Background: an optimization exercise with open tools, aiming at small area, a short achievable clock period and few clock cycles. Do not read the settings as production practice. In this exercise RTL edits were held to simulation tests only and were not proved equivalent to the original. Power is estimated from default activity; no workload was simulated.

==> flow/design.v (outline; a module is shown in full before it is edited, if it fits) <==
// module LASER: 3015 lines
module LASER (
    input            CLK,
    input            RST,
    input      [3:0] X,
    input      [3:0] Y,
    output reg [3:0] C1X,
    output reg [3:0] C1Y,
    output reg [3:0] C2X,
    output reg [3:0] C2Y,
    output reg       DONE
);
  // ...
==> flow/flow/run.sh <==
#!/bin/bash
# The standard layout (standard.sh), with one change: the buffer that
# buffer_ports puts on every input and output port is sky130_fd_sc_hd__buf_2.
set -euo pipefail
bash standard.sh BUFFER_PORTS_ARGS="-buffer_cell sky130_fd_sc_hd__buf_2" finish > orfs_make.log 2>&1
==> flow/standard.sh <==
#!/bin/bash
# synth_recipe.tcl (not shown) runs the flow's synth.tcl, then flattens the netlist and writes it again
# the make line also repeats each setting of config.mk as NAME=value (left out here)
make -C /OpenROAD-flow-scripts/flow DESIGN_CONFIG=/design/flow/config.mk WORK_HOME=/design/flow/orfs CLKGATE_MAP_FILE= SYNTH_SCRIPT=/design/flow/synth_recipe.tcl "${@:-finish}"
==> flow/config.mk <==
export PLATFORM = sky130hd
export DESIGN_NAME = LASER
export DESIGN_NICKNAME = LASER
export VERILOG_FILES = /design/flow/design.v
export SDC_FILE = /design/flow/constraint.sdc
export NUM_CORES = 4
export LEC_CHECK = 0
export CAP_MARGIN = 20
export CORE_MARGIN = 2
export CORE_UTILIZATION = 40
export CTS_CLUSTER_DIAMETER = 100
export CTS_CLUSTER_SIZE = 24
export SLEW_MARGIN = 20
==> flow/constraint.sdc <==
create_clock -name core_clock -period 11.0 [get_ports {CLK}]
set_input_delay 2.2000 -clock core_clock [delete_from_list [all_inputs] [get_ports {CLK}]]
set_output_delay 2.2000 -clock core_clock [all_outputs]
set_load 0.01 [all_outputs]
==> run_results.csv, run 1 <==
group,metric,value,unit
floorplan,rows,165,
run_status,outcome,"timing/DRC/antenna clean",
critical_path,cp_cell_sequence,"inv_1, fa_1, inv_1, fa_1, fa_1, inv_1, fa_1, fa_1, inv_1, ha_1, and4_1, o21a_1",
cells_and_area,drive_above_1_share,2.77,%
detailed_routing,wl_per_cell,22.0,um
placement,dpl.cell_count,11585,
cells_and_area,seq_area,0.0234,mm2
power_and_ir_drop,p_per_area,192,mW/mm2
power_and_ir_drop,switching_share,43.8,%
detailed_routing,antenna_left,0,
critical_path,cp_slowest_cell,"fa_1",
floorplan,die_width,455,um
floorplan,die-area,0.207,mm2
detailed_routing,dr.pass1.iters,9,
synthesis,synth_ff_type,"dfxtp_1",
clock_tree,root_buffer,"clkbuf_16",
floorplan,start_util,40.2,%
clock_tree,post_cts_buffers,0,
cells_and_area,n_antenna_cell,8,
cells_and_area,largest_cell_class,"multi-input gates",
power_and_ir_drop,pwr-share-comb,50.8,%
sta,hold_ws,325,ps
cells_and_area,multi_input_gates,6039,
floorplan,tap_cells,2672,
synthesis,syn_area_per_cell,9.06,um2
synthesis,yosysTopAreaCell,"dfxtp_1",
sta,tns,0,ps
flow_run,maxCapViolations,0,
critical_path,cp.depth,12,
global_routing,track_usage,24.7,%
synthesis,synth-xor-area-share,3.35,%
cells_and_area,sh_seq_area,27.0,%
synthesis,synth_cells,8985,
synthesis,synth_compound_area_share,15.0,%
power_and_ir_drop,p_switching,7310,uW
synthesis,synthTopCellsByArea,"dfxtp_1 (28%), ha_1 (16%), fa_1 (16%)",
critical_path,required,11640,ps
floorplan,die_y,455,um
detailed_routing,vias_per_cell,5.31,
critical_path,crit_fanout,3,
synthesis,netlist.area_leader.share,27.5,%
cells_and_area,inverters,1665,
floorplan,coreArea,0.202,mm2
cells_and_area,mostFrequentLayoutCell,"inv_1",
Testbench counts, summed over its fixed seeds: cycles 6,413.
==> inputs of run 2 (changes only) <==
--- a/flow/design.v
+++ b/flow/design.v
@@ -16,17 +16,17 @@
   reg  [3:0]  yq;            
   reg         aV;            
   reg         bV, bM, bL, cV, cL, dV, dL, eV, eL, fV, fL;
   reg  [3:0]  bY, cY, dY, eY, fY;
   reg  [3:0]  mx;            
   reg  [3:0]  ya;            
   reg         issue;         
   reg         aS, bS, cS, dS, eS, fS;    
-  reg         tail, tfirst, tookd, ended;
+  reg         tail, tfirst, tookd, ended, kall;
   reg         mv;            
   reg  [5:0]  B;
   reg  [1:0]  cnt;
   reg  [5:0]  bcnt;
   reg  [3:0]  bx, by;
   function [2:0] rclass(input [3:0] y, input [3:0] p);
     reg [4:0] d;
     begin
@@ -44,61 +44,16 @@
       wd = (c[1:0] == 2'd0) ? 3'd0 : {1'b0, c[1:0]} + 3'd1;
       lo = {1'b0, px} - {2'b0, wd};
       hi = {1'b0, px} + {2'b0, wd};
       lohi[8]   = full | c[2];
       lohi[7:4] = (full | lo[4]) ? 4'd0 : lo[3:0];
       lohi[3:0] = (full | hi[4]) ? 4'd15 : hi[3:0];
     end
   endfunction
-  function [15:0] therm(input [2:0] c, input [3:0] px);
-    reg w2, w3, w4; integer x;
-    begin
-      w2 = c[1] | c[0]; w3 = c[1]; w4 = c[1] & c[0];
-      for (x = 0; x < 16; x = x + 1)
-        therm[x] = c[2]
-          & ((px <= x) | (w2 & (px <= x + 2)) | (w3 & (px <= x + 3)) | (w4 & (px <= x + 4)))
-          & ((px >= x) | (w2 & (px + 2 >= x)) | (w3 & (px + 3 >= x)) | (w4 & (px + 4 >= x)));
-    end
-  endfunction
-  function [15:0] rings(input [2:0] c, input [3:0] px);
-    reg w2, w3, w4; reg [23:0] oh; integer x;
-    begin
-      w2 = c[1] | c[0]; w3 = c[1]; w4 = c[1] & c[0];
-      oh = 24'd0; oh[px + 4] = 1'b1;
-      for (x = 0; x < 16; x = x + 1)
-        rings[x] = c[2] & (oh[x+4] | (w2 & (oh[x+3] | oh[x+5] | oh[x+2] | oh[x+6]))
-                       | (w3 & (oh[x+1] | oh[x+7])) | (w4 & (oh[x] | oh[x+8])));
-    end
-  endfunction
-  function [3:0] rclass4(input [3:0] y, input [3:0] p);
-    reg [4:0] d;
-    begin
-      d = {1'b0, y} - {1'b0, p};
-      rclass4[3] = (d <= 5'd4) | (d >= 5'd28);
-      rclass4[2] = (d <= 5'd3) | (d >= 5'd29);
-      rclass4[1] = (d <= 5'd2) | (d >= 5'd30);
-      rclass4[0] = (d == 5'd0);
-    end
-  endfunction
-  function [15:0] rings2(input [3:0] g, input [3:0] px, input full);
-    reg [3:0] ph, pl; reg [23:0] oh; reg G0, G2, G3, G4; integer k, x;
-    begin
-      for (k = 0; k < 4; k = k + 1) begin
-        ph[k] = full | (px[3:2] == k);
-        pl[k] = full | (px[1:0] == k);
-      end
-      oh = 24'd0;
-      for (k = 0; k < 16; k = k + 1) oh[k + 4] = ph[k / 4] & pl[k % 4];
-      G0 = full | g[3]; G2 = full | g[2]; G3 = full | g[1]; G4 = full | g[0];
-      for (x = 0; x < 16; x = x + 1)
-        rings2[x] = (G0 & oh[x+4]) | (G2 & (oh[x+3] | oh[x+5] | oh[x+2] | oh[x+6]))
-                  | (G3 & (oh[x+1] | oh[x+7])) | (G4 & (oh[x] | oh[x+8]));
-    end
-  endfunction
   reg [2:0] ca0;
   reg [2:0] ca1;
   reg [2:0] ca2;
   reg [2:0] ca3;
   reg [2:0] ca4;
   reg [2:0] ca5;
   reg [2:0] ca6;
   reg [2:0] ca7;
@@ -2927,20 +2882,21 @@
   wire       cur  = fV & ~fS;                  
   wire       take = cur & (fc >= bcnt);
   wire [5:0] nbc = take ? fc : bcnt;
   wire [3:0] nbx = take ? fi : bx;
   wire [3:0] nby = take ? fY : by;
   wire       pe  = cur & fL;                   
   wire [3:0] ox = mv ? C2X : C1X;
   wire [3:0] oy = mv ? C2Y : C1Y;
-  wire       same = (nbx == ox) && (nby == oy);
-  wire       eqB  = (nbc == B);
-  wire       fin  = same | (eqB & (cnt == 2'd2));
-  wire       kall = pe & (fin | take);         
+  wire       eqBt = (fc == B), eqBb = (bcnt == B);
+  wire       fint = ((fi == ox) && (fY == oy)) | (eqBt & (cnt == 2'd2));
+  wire       finb = ((bx == ox) && (by == oy)) | (eqBb & (cnt == 2'd2));
+  wire       eqB  = take ? eqBt : eqBb;
+  wire       fin  = take ? fint : finb;
   wire       tfirst_n = ~RST & ~issue & aV & (yq == 4'd15) & ~aS;
   wire       tail_n = RST ? 1'b0 :
                       pe ? (~fin & take) :
                       (issue & (ended | pe)) ? 1'b0 :
                       tfirst_n ? 1'b1 : tail;
   wire       issue_n = tail_n & (tfirst_n | take);
   wire [3:0] yq_n = issue ? 4'd0 : aV ? yq + 4'd1 : inp ? 4'd0 : yq;
   always @(posedge CLK) begin
@@ -2960,36 +2916,38 @@
     bL <= (yq == 4'd15); cL <= bL; dL <= cL; eL <= dL; fL <= eL;
     bS <= aS & ~pe; cS <= bS & ~pe; dS <= cS & ~pe; eS <= dS & ~pe; fS <= eS & ~pe;
     bcnt <= nbc; bx <= nbx; by <= nby;
     tookd <= take;
     if (issue) mx <= bx;
     if (RST) begin
       inp <= 1'b1; icnt <= 6'd0; DONE <= 1'b0;
       aV <= 1'b0; bV <= 1'b0; bM <= 1'b0; cV <= 1'b0; dV <= 1'b0; eV <= 1'b0; fV <= 1'b0;
-      tail <= 1'b0; tfirst <= 1'b0; ended <= 1'b0;
+      tail <= 1'b0; tfirst <= 1'b0; ended <= 1'b0; kall <= 1'b0;
     end else begin
+      kall <= pe & (fin | take);
       bV <= aV & ~issue & ~kall;
-      bM <= issue & ~kall;
+      bM <= issue;
       cV <= bV & ~(issue & bS) & ~kall;
       dV <= cV & ~(issue & cS) & ~kall;
       eV <= dV & ~(issue & dS) & ~kall;
       fV <= eV & ~(issue & eS) & ~kall;
       tfirst <= 1'b0;
       if (inp) begin
         icnt <= icnt + 6'd1;
         C1X <= 4'd0; C1Y <= 4'd0; C2X <= 4'd0; C2Y <= 4'd0;
         mv <= 1'b0; B <= 6'd0; cnt <= 2'd0; bcnt <= 6'd0;
         yq <= 4'd0; aS <= 1'b0;
         if (icnt == 6'd38) aV <= 1'b1;    
         if (icnt == 6'd39) inp <= 1'b0;
       end
       if (DONE) begin
         DONE <= 1'b0; inp <= 1'b1; icnt <= 6'd0;
       end
+      if (kall) aV <= 1'b0;
       if (issue) begin
         aV <= 1'b1; yq <= 4'd0; aS <= ~(ended | pe);
         if (ended | pe) begin tail <= 1'b0; ended <= 1'b0; end
       end else if (aV) begin
         yq <= yq + 4'd1;
         if (yq == 4'd15) begin
           aV <= 1'b0;
           if (~aS) begin tail <= 1'b1; tfirst <= 1'b1; end
@@ -2998,18 +2956,18 @@
       if (pe) begin
         aS <= 1'b0;
         if (mv) begin C2X <= nbx; C2Y <= nby; end
         else    begin C1X <= nbx; C1Y <= nby; end
         B <= nbc; cnt <= eqB ? cnt + 2'd1 : 2'd0;
         bcnt <= 6'd0;
         mv <= ~mv;
         if (fin) begin
-          DONE <= 1'b1; tail <= 1'b0; ended <= 1'b0; aV <= 1'b0;
+          DONE <= 1'b1; tail <= 1'b0; ended <= 1'b0;
         end else if (take) begin
-          tail <= 1'b1; ended <= 1'b1; aV <= 1'b0;
+          tail <= 1'b1; ended <= 1'b1;
         end else begin
           tail <= 1'b0; ended <= 1'b0;
         end
       end
     end
   end
 endmodule
==> flow/config.mk (replaced) <==
export PLATFORM = sky130hd
export DESIGN_NAME = LASER
export DESIGN_NICKNAME = LASER
export VERILOG_FILES = /design/flow/design.v
export SDC_FILE = /design/flow/constraint.sdc
export NUM_CORES = 4
export LEC_CHECK = 0
export CAP_MARGIN = 20
export CORE_MARGIN = 2
export CORE_UTILIZATION = 40
export SLEW_MARGIN = 20
==> run_results.csv, run 2 <==
group,metric,value,unit
sta,worstMarginPinSlew,1020,ps
global_routing,first_global_vias,62315,
synthesis,synthTopCellsByArea,"dfxtp_1 (28%), ha_1 (16%), fa_1 (16%)",
clock_tree,cts_made_buffers,136,
sta,fin_crit_sh,33.6,%
synthesis,synth-edff-count,34,
detailed_routing,vias,62394,
sta,slew_headroom,32.0,%
run_status,outcome,"timing/DRC/antenna clean",
sta,report.final.slew_viol_count,0,
synthesis,netlist.area_leader.share,27.6,%
floorplan,rows,165,
sta,fin_crit,3690,ps
cells_and_area,mostFrequentLayoutCell,"inv_1",
cells_and_area,top_regs,"tx: 160 flops, ty: 160 flops, tm: 40 flops",
global_routing,grt_overflow,0,
critical_path,start_kind,"flop",
clock_tree,cts_sinks,1154,
placement,dpl_cell_area,0.0845,mm2
critical_path,crit_arrival,4410,ps
floorplan,start_util,40.2,%
floorplan,coreArea,0.202,mm2
synthesis,synth_cells,8884,
cells_and_area,drive_above_1_share,3.86,%
cells_and_area,final_core_util,44.2,%
sta,hold_viol,0,
clock_tree,h-tree-depth,4,
critical_path,r2r-start,"r10_1_6$_DFF_P_",
detailed_routing,dr.pass1.iters,8,
floorplan,io_pins,27,
hold_path,hold_start,"bY[2]$_DFF_P_",
detailed_routing,antenna_left,0,
power_and_ir_drop,p_leak,0.0435,uW
critical_path,crit_type,"flop to flop",
hold_path,holdPathEnd,"cY[2]$_DFF_P_",
synthesis,yosysWarnings,1,
power_and_ir_drop,power,18100,uW
synthesis,synth_cell_types,83,
floorplan,die_width,455,um
hold_path,worstHoldPathCells,0,
critical_path,worstRegToRegCells,8,
critical_path,required,11720,ps
detailed_routing,wl,261000,um
synthesis,syn_nets,10583,
placement,portBuffers,26,
detailed_routing,drtIter0Drc,5179,
power_and_ir_drop,ir_worst_vdd,0.000157,V
synthesis,netlist_area,0.0813,mm2
synthesis,synth_common_cells,"inv_1 (1594), dfxtp_1 (1120), ha_1 (1041)",
synthesis,ys_seq_area_share,28.8,%
sta,achievable-frequency,271,MHz
critical_path,worstSetupEndpointType,"flop",
synthesis,synth_ff_type,"dfxtp_1",
cells_and_area,final_cell_mix,"inv_1 (1589), dfxtp_1 (1115), ha_1 (1041), nand2_1 (651), fa_1 (648)",
placement,globalplace.congestion,0.975,
clock_tree,post_cts_buffers,0,
floorplan,die_y,455,um
sta,setup_viol,0,
sta,finalClockSkew,34.8,ps
synthesis,synthArstFlopShare,0,%
detailed_routing,wl_per_cell,22.2,um
global_routing,grt_pass1_wl,389000,um
cells_and_area,instances_no_fill,11739,
synthesis,synth.most_common_cell,"inv_1",
clock_tree,cts_tree,"built",
synthesis,synth_seq_cells,1154,
synthesis,syn_area_per_cell,9.15,um2
clock_tree,clk_latency,820,ps
cells_and_area,area_growth,9.79,%
critical_path,crit_fanout,3,
floorplan,die-area,0.207,mm2
placement,dpl.cell_count,11484,
cells_and_area,nNetsFinal,10650,
hold_path,hp-class,"flop to flop",
power_and_ir_drop,p_per_area,202,mW/mm2
flow_run,maxCapViolations,0,
detailed_routing,drc,0,
critical_path,reg2reg_slack,7310,ps
detailed_routing,vias_per_cell,5.32,
sta,rsz0062_at_grt,"no",
clock_tree,root_buffer,"clkbuf_16",
clock_tree,cts_resized,0,
critical_path,rr_endpoint,"cn10[4]$_DFF_P_",
cells_and_area,final_area,0.0893,mm2
placement,dp_hpwl,213000,um
global_routing,grt_max_degree,47,
clock_tree,clk_pin_slew,60,ps
global_routing,track_usage,25.1,%
clock_tree,hold_buffers,0,
synthesis,yosysTopAreaCell,"dfxtp_1",
global_routing,antenna_found_initial,10,
sta,tns,0,ps
clock_tree,clock_path_buffers,3,
-- run 2: cell count changes after synthesis, moves of 22 or more --
cell | previous run | this run
nor2_1 | 509 | 373
a21o_1 | 231 | 201
nand2b_1 | 148 | 172
nand3_1 | 183 | 208
nor2b_1 | 112 | 144
a211oi_1 | 56 | 33
o211ai_1 | 119 | 141
a21oi_1 | 492 | 533
inv_1 | 1663 | 1594
-- run 2: power by group --
| part | total, uW | switching, uW | internal (uW) |
|---|---|---|---|
| registers | 5280 | 440 | 4840 |
| clock network | 4780 | 1970 | 2810 |
| logic | 8010 | 4930 | 3080 |
-- run 2: metal layers --
layer  global-route usage, %  up-vias  wire (um)
met1                    34.7    30425     119000
met5                       0        -          0
met4                    10.6        0      11800
li1                        -    29696          -
met2                    39.4     1881     115000
met3                    3.47      392      14400
-- run 2: logic make-up (layout without fill, tap and decap cells) --
family | count (synthesis) | count (layout) | synth area share, %
AOI/OAI and AO/OA | 1919 | 1919 | 15.0
DFF | 1154 | 1154 | 28.8
adders and majority gates | 1689 | 1689 | 32.0
other | 0 | 6 | 0
and+or+nand+nor | 2031 | 2031 | 12.0
buffers and inverters | 1716 | 1893 | 7.98
xor gates and xnor gates | 305 | 305 | 3.28
muxes | 70 | 70 | 0.892
-- run 2: worst max path at each step --
stage / startpoint / slack (ps) / endpoint / cells past startpoint
after floorplan: ya[1]$_DFF_P_ / 6560 / ca39[0]$_DFF_P_ / 7
after global placement: RST / 7020 / ya[2]$_DFF_P_ / 5
after detailed placement: RST / 7000 / ya[2]$_DFF_P_ / 5
after CTS: C2Y[1]$_DFFE_PN_ / 7330 / C2Y[1] / 1
after global routing: ca1[0]$_SDFF_PP1_ / 7030 / r10_0_0$_DFF_P_ / 11
final: r10_1_6$_DFF_P_ / 7310 / cn10[4]$_DFF_P_ / 8
-- run 2: critical path: stages (launching register included) --
cell	delay (ps)
dfxtp_1	310
fa_1	690
fa_1	490
fa_1	470
fa_1	430
fa_1	510
ha_1	360
a31oi_1	210
xnor2_1	140
-- run 2: final cells by class --
cell class | count | area (um2)
Antenna cell | 6 | 15.0
Clock buffer | 185 | 3910
Clock inverter | 63 | 825
Fill cell | 19362 | 113000
Inverter | 1594 | 5990
Multi-Input combinational cell | 6014 | 51400
Sequential cell | 1154 | 23500
Tap cell | 2672 | 3340
Timing Repair Buffer | 51 | 325
-- run 2: per-stage QoR --
stage / hold slack [ps] / setup slack [ps]
3_3_place_gp: 310 / 7020
6_report: 326 / 7310
2_1_floorplan: 310 / 6560
5_1_grt: 334 / 7030
4_1_cts: 326 / 7330
3_5_place_dp: 312 / 7000
Testbench counts of run 2, summed over its fixed seeds: cycles 6,413.
==> inputs of run 3 (changes only) <==
--- a/flow/config.mk
+++ b/flow/config.mk
@@ -8,4 +8,6 @@
 export CAP_MARGIN = 20
 export CORE_MARGIN = 2
 export CORE_UTILIZATION = 40
+export CTS_CLUSTER_DIAMETER = 100
+export CTS_CLUSTER_SIZE = 28
 export SLEW_MARGIN = 20
==> run_results.csv, run 3 <==
group,metric,value,unit
run_status,outcome,"timing/DRC/antenna clean",
clock_tree,root_buffer,"clkbuf_16",
synthesis,synth.most_common_cell,"inv_1",
global_routing,grt_overflow,0,
hold_path,hp-class,"flop to flop",
cells_and_area,final_cell_mix,"inv_1 (1589), dfxtp_1 (1115), ha_1 (1041), nand2_1 (651), fa_1 (648)",
sta,report.final.slew_viol_count,0,
placement,dp_hpwl,213000,um
global_routing,grt_max_degree,47,
synthesis,yosysWarnings,1,
floorplan,die-area,0.207,mm2
placement,globalplace.congestion,0.975,
detailed_routing,dr.pass1.iters,8,
clock_tree,clk_latency,790,ps
cells_and_area,drive_above_1_share,2.46,%
placement,portBuffers,26,
detailed_routing,vias_per_cell,5.32,
detailed_routing,wl_per_cell,22.3,um
cells_and_area,top_regs,"tx: 160 flops, ty: 160 flops, tm: 40 flops",
synthesis,synth-edff-count,34,
global_routing,grt_pass1_wl,385000,um
critical_path,crit_arrival,4410,ps
power_and_ir_drop,power,16000,uW
critical_path,start_kind,"flop",
clock_tree,post_cts_buffers,0,
critical_path,crit_type,"flop to flop",
global_routing,track_usage,24.8,%
placement,dpl.cell_count,11484,
sta,hold_ws,330,ps
critical_path,worstSetupEndpointType,"flop",
synthesis,synth_seq_cells,1154,
synthesis,synth_ff_type,"dfxtp_1",
clock_tree,h-tree-depth,2,
critical_path,crit_fanout,3,
floorplan,rows,165,
synthesis,yosysTopAreaCell,"dfxtp_1",
floorplan,start_util,40.2,%
global_routing,antenna_found_initial,15,
synthesis,syn_area_per_cell,9.15,um2
cells_and_area,nNetsFinal,10574,
detailed_routing,antenna_left,0,
floorplan,io_pins,27,
clock_tree,clock_path_buffers,3,
critical_path,required,11690,ps
flow_run,maxCapViolations,0,
sta,finalClockSkew,49.4,ps
clock_tree,cts_resized,0,
synthesis,synth_common_cells,"inv_1 (1594), dfxtp_1 (1120), ha_1 (1041)",
clock_tree,hold_buffers,0,
synthesis,synth_cell_types,83,
sta,achievable-frequency,269,MHz
clock_tree,clk_pin_slew,110,ps
sta,fin_crit,3720,ps
synthesis,netlist_area,0.0813,mm2
placement,dpl_cell_area,0.0845,mm2
cells_and_area,instances_no_fill,11586,
synthesis,synthTopCellsByArea,"dfxtp_1 (28%), ha_1 (16%), fa_1 (16%)",
synthesis,netlist.area_leader.share,27.6,%
clock_tree,cts_tree,"built",
detailed_routing,drc,0,
sta,rsz0062_at_grt,"no",
cells_and_area,final_area,0.0866,mm2
cells_and_area,area_growth,6.55,%
sta,tns,0,ps
synthesis,syn_nets,10583,
detailed_routing,vias,61595,
clock_tree,cts_sinks,1154,
sta,slew_headroom,31.4,%
sta,setup_viol,0,
floorplan,coreArea,0.202,mm2
power_and_ir_drop,p_per_area,185,mW/mm2
sta,worstMarginPinSlew,1030,ps
power_and_ir_drop,p_leak,0.0422,uW
floorplan,die_y,455,um
detailed_routing,wl,259000,um
synthesis,ys_seq_area_share,28.8,%
clock_tree,cts_made_buffers,60,
detailed_routing,drtIter0Drc,5196,
floorplan,die_width,455,um
synthesis,synth_cells,8884,
sta,hold_viol,0,
cells_and_area,mostFrequentLayoutCell,"inv_1",
sta,fin_crit_sh,33.8,%
synthesis,synthArstFlopShare,0,%
power_and_ir_drop,ir_worst_vdd,0.000175,V
global_routing,first_global_vias,61380,
critical_path,reg2reg_slack,7280,ps
[run 3: cell counts after synthesis]
Identical to the previous run, type by type.
[run 3: per-stage QoR]
| stage | util (%) | setup WS [ps] |
|---|---|---|
| 3_3_place_gp | 41.8 | 7020 |
| 2_1_floorplan | - | 6560 |
| 6_report | 42.9 | 7280 |
| 4_1_cts | 42.9 | 7290 |
| 5_1_grt | 42.9 | 7070 |
| 3_5_place_dp | 41.8 | 7000 |
[run 3: cell families (layout without fill, tap and decap cells)]
kind of cell	after synthesis	count (layout)	synth area share (%)
AOI/OAI and AO/OA	1919	1919	15.0
adders and majority gates	1689	1689	32.0
other	0	1	0
muxes	70	70	0.892
and+or+nand+nor	2031	2031	12.0
buffers and inverters	1716	1745	7.98
DFF	1154	1154	28.8
xor gates and xnor gates	305	305	3.28
[run 3: critical path: stages, from the launching register on]
cell and delay (ps):
dfxtp_1 340, fa_1 680, fa_1 480, fa_1 470, fa_1 430, fa_1 510, ha_1 360, a31oi_1 210
xnor2_1 140
[run 3: cell type report]
class | instances | area [um2]
Inverter | 1594 | 5990
Sequential cell | 1154 | 23500
Clock buffer | 67 | 1550
Multi-Input combinational cell | 6014 | 51400
Fill cell | 19598 | 115000
Tap cell | 2672 | 3340
Clock inverter | 33 | 569
Timing Repair Buffer | 51 | 325
Antenna cell | 1 | 2.50
[run 3: path summary, 6_finish.rpt]
kind / start / to / depth (start not counted)
worst max-delay path: r10_1_6$_DFF_P_ / cn10[4]$_DFF_P_ / 8
worst min-delay path: bY[1]$_DFF_P_ / cY[1]$_DFF_P_ / 0
worst max register to register: r10_1_6$_DFF_P_ / cn10[4]$_DFF_P_ / 8
worst min register to register: bY[1]$_DFF_P_ / cY[1]$_DFF_P_ / 0
[run 3: routing by layer]
layer  vias to the layer above  routed length (um)  GRT usage, %
met1                     30038              118000          34.7
met3                       349               14500          2.89
li1                      29452                   -             -
met4                         2               11100          9.18
met5                         -                  12             0
met2                      1754              115000          39.3
[run 3: power breakdown]
group          total [uW]  internal [uW]  switching (uW)
clock                2800           1150            1650
sequential           5270           4830             438
combinational        7980           3070            4910
==> inputs of run 4 (changes only) <==
--- a/flow/config.mk
+++ b/flow/config.mk
@@ -9,5 +9,5 @@
 export CORE_MARGIN = 2
 export CORE_UTILIZATION = 40
 export CTS_CLUSTER_DIAMETER = 100
-export CTS_CLUSTER_SIZE = 28
+export CTS_CLUSTER_SIZE = 24
 export SLEW_MARGIN = 20
==> run_results.csv, run 4 <==
group,metric,value,unit
clock_tree,cts_tree,"built",
sta,hold_viol,0,
placement,place_ws,7000,ps
synthesis,synth_seq_cells,1154,
synthesis,synth_ff_type,"dfxtp_1",
synthesis,netlist_area,0.0813,mm2
synthesis,synthArstFlopShare,0,%
sta,rsz0062_at_grt,"no",
clock_tree,post_cts_buffers,0,
sta,layout_setup_ws,7310,ps
clock_tree,h-tree-depth,3,
sta,finalClockSkew,38.8,ps
global_routing,grt_max_degree,47,
synthesis,synthTopCellsByArea,"dfxtp_1 (28%), ha_1 (16%), fa_1 (16%)",
cells_and_area,top_regs,"tx: 160 flops, ty: 160 flops, tm: 40 flops",
placement,dp_hpwl,213000,um
detailed_routing,wl_per_cell,22.3,um
synthesis,syn_nets,10583,
power_and_ir_drop,ir_worst_vdd,0.000142,V
cells_and_area,final_cell_mix,"inv_1 (1589), dfxtp_1 (1115), ha_1 (1041), nand2_1 (651), fa_1 (648)",
clock_tree,root_buffer,"clkbuf_16",
critical_path,start_kind,"flop",
clock_tree,clock_path_buffers,3,
global_routing,antenna_found_initial,13,
floorplan,die_y,455,um
critical_path,reg2reg_slack,7310,ps
synthesis,synth_cell_types,83,
power_and_ir_drop,p_per_area,188,mW/mm2
floorplan,coreArea,0.202,mm2
power_and_ir_drop,p_leak,0.0423,uW
global_routing,track_usage,24.9,%
critical_path,worstSetupEndpointType,"flop",
synthesis,synth-edff-count,34,
placement,globalplace.congestion,0.975,
detailed_routing,vias,61797,
flow_run,maxCapViolations,0,
critical_path,crit_fanout,3,
synthesis,yosysTopAreaCell,"dfxtp_1",
clock_tree,clk_pin_slew,90,ps
clock_tree,cts_resized,0,
detailed_routing,antenna_left,0,
synthesis,ys_seq_area_share,28.8,%
floorplan,die_width,455,um
sta,fin_crit_sh,33.6,%
synthesis,synth.most_common_cell,"inv_1",
synthesis,synth_common_cells,"inv_1 (1594), dfxtp_1 (1120), ha_1 (1041)",
global_routing,first_global_vias,61570,
sta,slew_headroom,31.7,%
detailed_routing,drtIter0Drc,5227,
detailed_routing,dr.pass1.iters,9,
sta,hold_ws,332,ps
power_and_ir_drop,power,16300,uW
sta,achievable-frequency,271,MHz
detailed_routing,drc,0,
cells_and_area,drive_above_1_share,2.55,%
sta,worstMarginPinSlew,1020,ps
cells_and_area,nNetsFinal,10583,
floorplan,start_util,40.2,%
synthesis,yosysWarnings,1,
clock_tree,cts_sinks,1154,
clock_tree,hold_buffers,0,
global_routing,grt_pass1_wl,386000,um
global_routing,grt_overflow,0,
sta,fin_crit,3690,ps
sta,setup_viol,0,
detailed_routing,wl,259000,um
sta,tns,0,ps
critical_path,crit_type,"flop to flop",
critical_path,crit_arrival,4350,ps
cells_and_area,area_growth,6.85,%
hold_path,hp-class,"flop to flop",
synthesis,netlist.area_leader.share,27.6,%
synthesis,synth_cells,8884,
cells_and_area,mostFrequentLayoutCell,"inv_1",
floorplan,rows,165,
critical_path,required,11660,ps
sta,report.final.slew_viol_count,0,
synthesis,syn_area_per_cell,9.15,um2
clock_tree,cts_made_buffers,69,
placement,portBuffers,26,
clock_tree,clk_latency,740,ps
floorplan,io_pins,27,
run_status,outcome,"timing/DRC/antenna clean",
detailed_routing,vias_per_cell,5.33,
floorplan,die-area,0.207,mm2
[run 4: changes by cell type in the layout (fill, tap and decap cells not counted), moves of 2 or more]
cell       previous run  this run
clkbuf_16            61        73
clkinv_16             6         1
clkbuf_1              6        10
diode_2               1         4
inv_12                4         1
bufinv_16             2         4
clkinv_2              3         1
[run 4: final timing paths]
check / start / endpoint / depth (start not counted)
setup reg to reg: r10_1_6$_DFF_P_ / cn10[4]$_DFF_P_ / 8
hold / removal: bY[2]$_DFF_P_ / cY[2]$_DFF_P_ / 0
setup / recovery: r10_1_6$_DFF_P_ / cn10[4]$_DFF_P_ / 8
hold reg to reg: bY[2]$_DFF_P_ / cY[2]$_DFF_P_ / 0
[run 4: critical path, stage by stage, from the launching register on]
cell and delay [ps]:
dfxtp_1 330, fa_1 690, fa_1 490, fa_1 470
fa_1 430, fa_1 510, ha_1 360, a31oi_1 210
xnor2_1 130
[run 4: cells by family (layout without fill, tap and decap cells)]
family                   after synthesis  in the layout  share of synthesized area, %
other                                  0              4                             0
adder cells (fa/ha/maj)             1689           1689                          32.0
flip-flops                          1154           1154                          28.8
AND/OR/NAND/NOR                     2031           2031                          12.0
buffers and inverters               1716           1758                          7.98
AO/OA/AOI/OAI                       1919           1919                          15.0
multiplexers                          70             70                         0.892
XOR/XNOR                             305            305                          3.28
[run 4: power breakdown]
group | internal, uW | switching (uW) | total (uW)
clock | 1380 | 1660 | 3040
sequential | 4830 | 439 | 5270
combinational | 3070 | 4930 | 8000
[run 4: layout make-up]
cell class | count | area, um2
Fill cell | 19564 | 115000
Sequential cell | 1154 | 23500
Clock inverter | 29 | 477
Tap cell | 2672 | 3340
Antenna cell | 4 | 10.0
Timing Repair Buffer | 51 | 325
Clock buffer | 84 | 1880
Inverter | 1594 | 5990
Multi-Input combinational cell | 6014 | 51400
[run 4: stage by stage]
stage	utilization [%]	instance area [um2]	cells
final	43.0	86900	11602
after global routing	43.0	86900	11599
after CTS	43.0	86900	11597
after detailed placement	41.8	84500	11484
after global placement	41.8	84500	11484
after floorplan	-	81300	8884
[run 4: metal layers]
layer	track usage, %	wire, um	share of wire (%)	vias up
met5	0	128	0.049	-
met4	9.78	11100	4.3	6
met3	2.91	14000	5.4	342
met2	39.3	115000	44	1746
met1	34.7	119000	46	30217
li1	-	-	-	29486

[re-timing with driven ports]
No port has a modelled driver above. Below, the same layouts with a new extraction and two added sets of constraints. Step 1: set_driving_cell puts a clkbuf_16 on CLK and a buf_2 on each other input, an assumption about the parent block. Step 2 also shifts input and output timing later by t, the mid clock arrival at the registers, as if the neighbouring blocks saw the same clock. a / b / c = ideal ports / drivers / drivers and shift; a / b = the first two.
run	t, ns	slack for setup (ns)	worst setup path at the end	worst data-port slew with drivers (ns)	cell pins on the clock port's net
run 1	0.803	7.130 / 7.130 / 6.979	input to register	0.04	1
run 2	0.884	7.307 / 7.307 / 6.969	input to register	0.04	1
run 3	0.853	7.278 / 7.278 / 7.017	input to register	0.04	1
run 4	0.804	7.307 / 7.307 / 7.011	input to register	0.04	1
After both steps setup and hold are still met in every run listed. For run 2, which loses most, drivers alone change the setup slack by 0.000 ns; drivers and shift together by -0.338 ns.
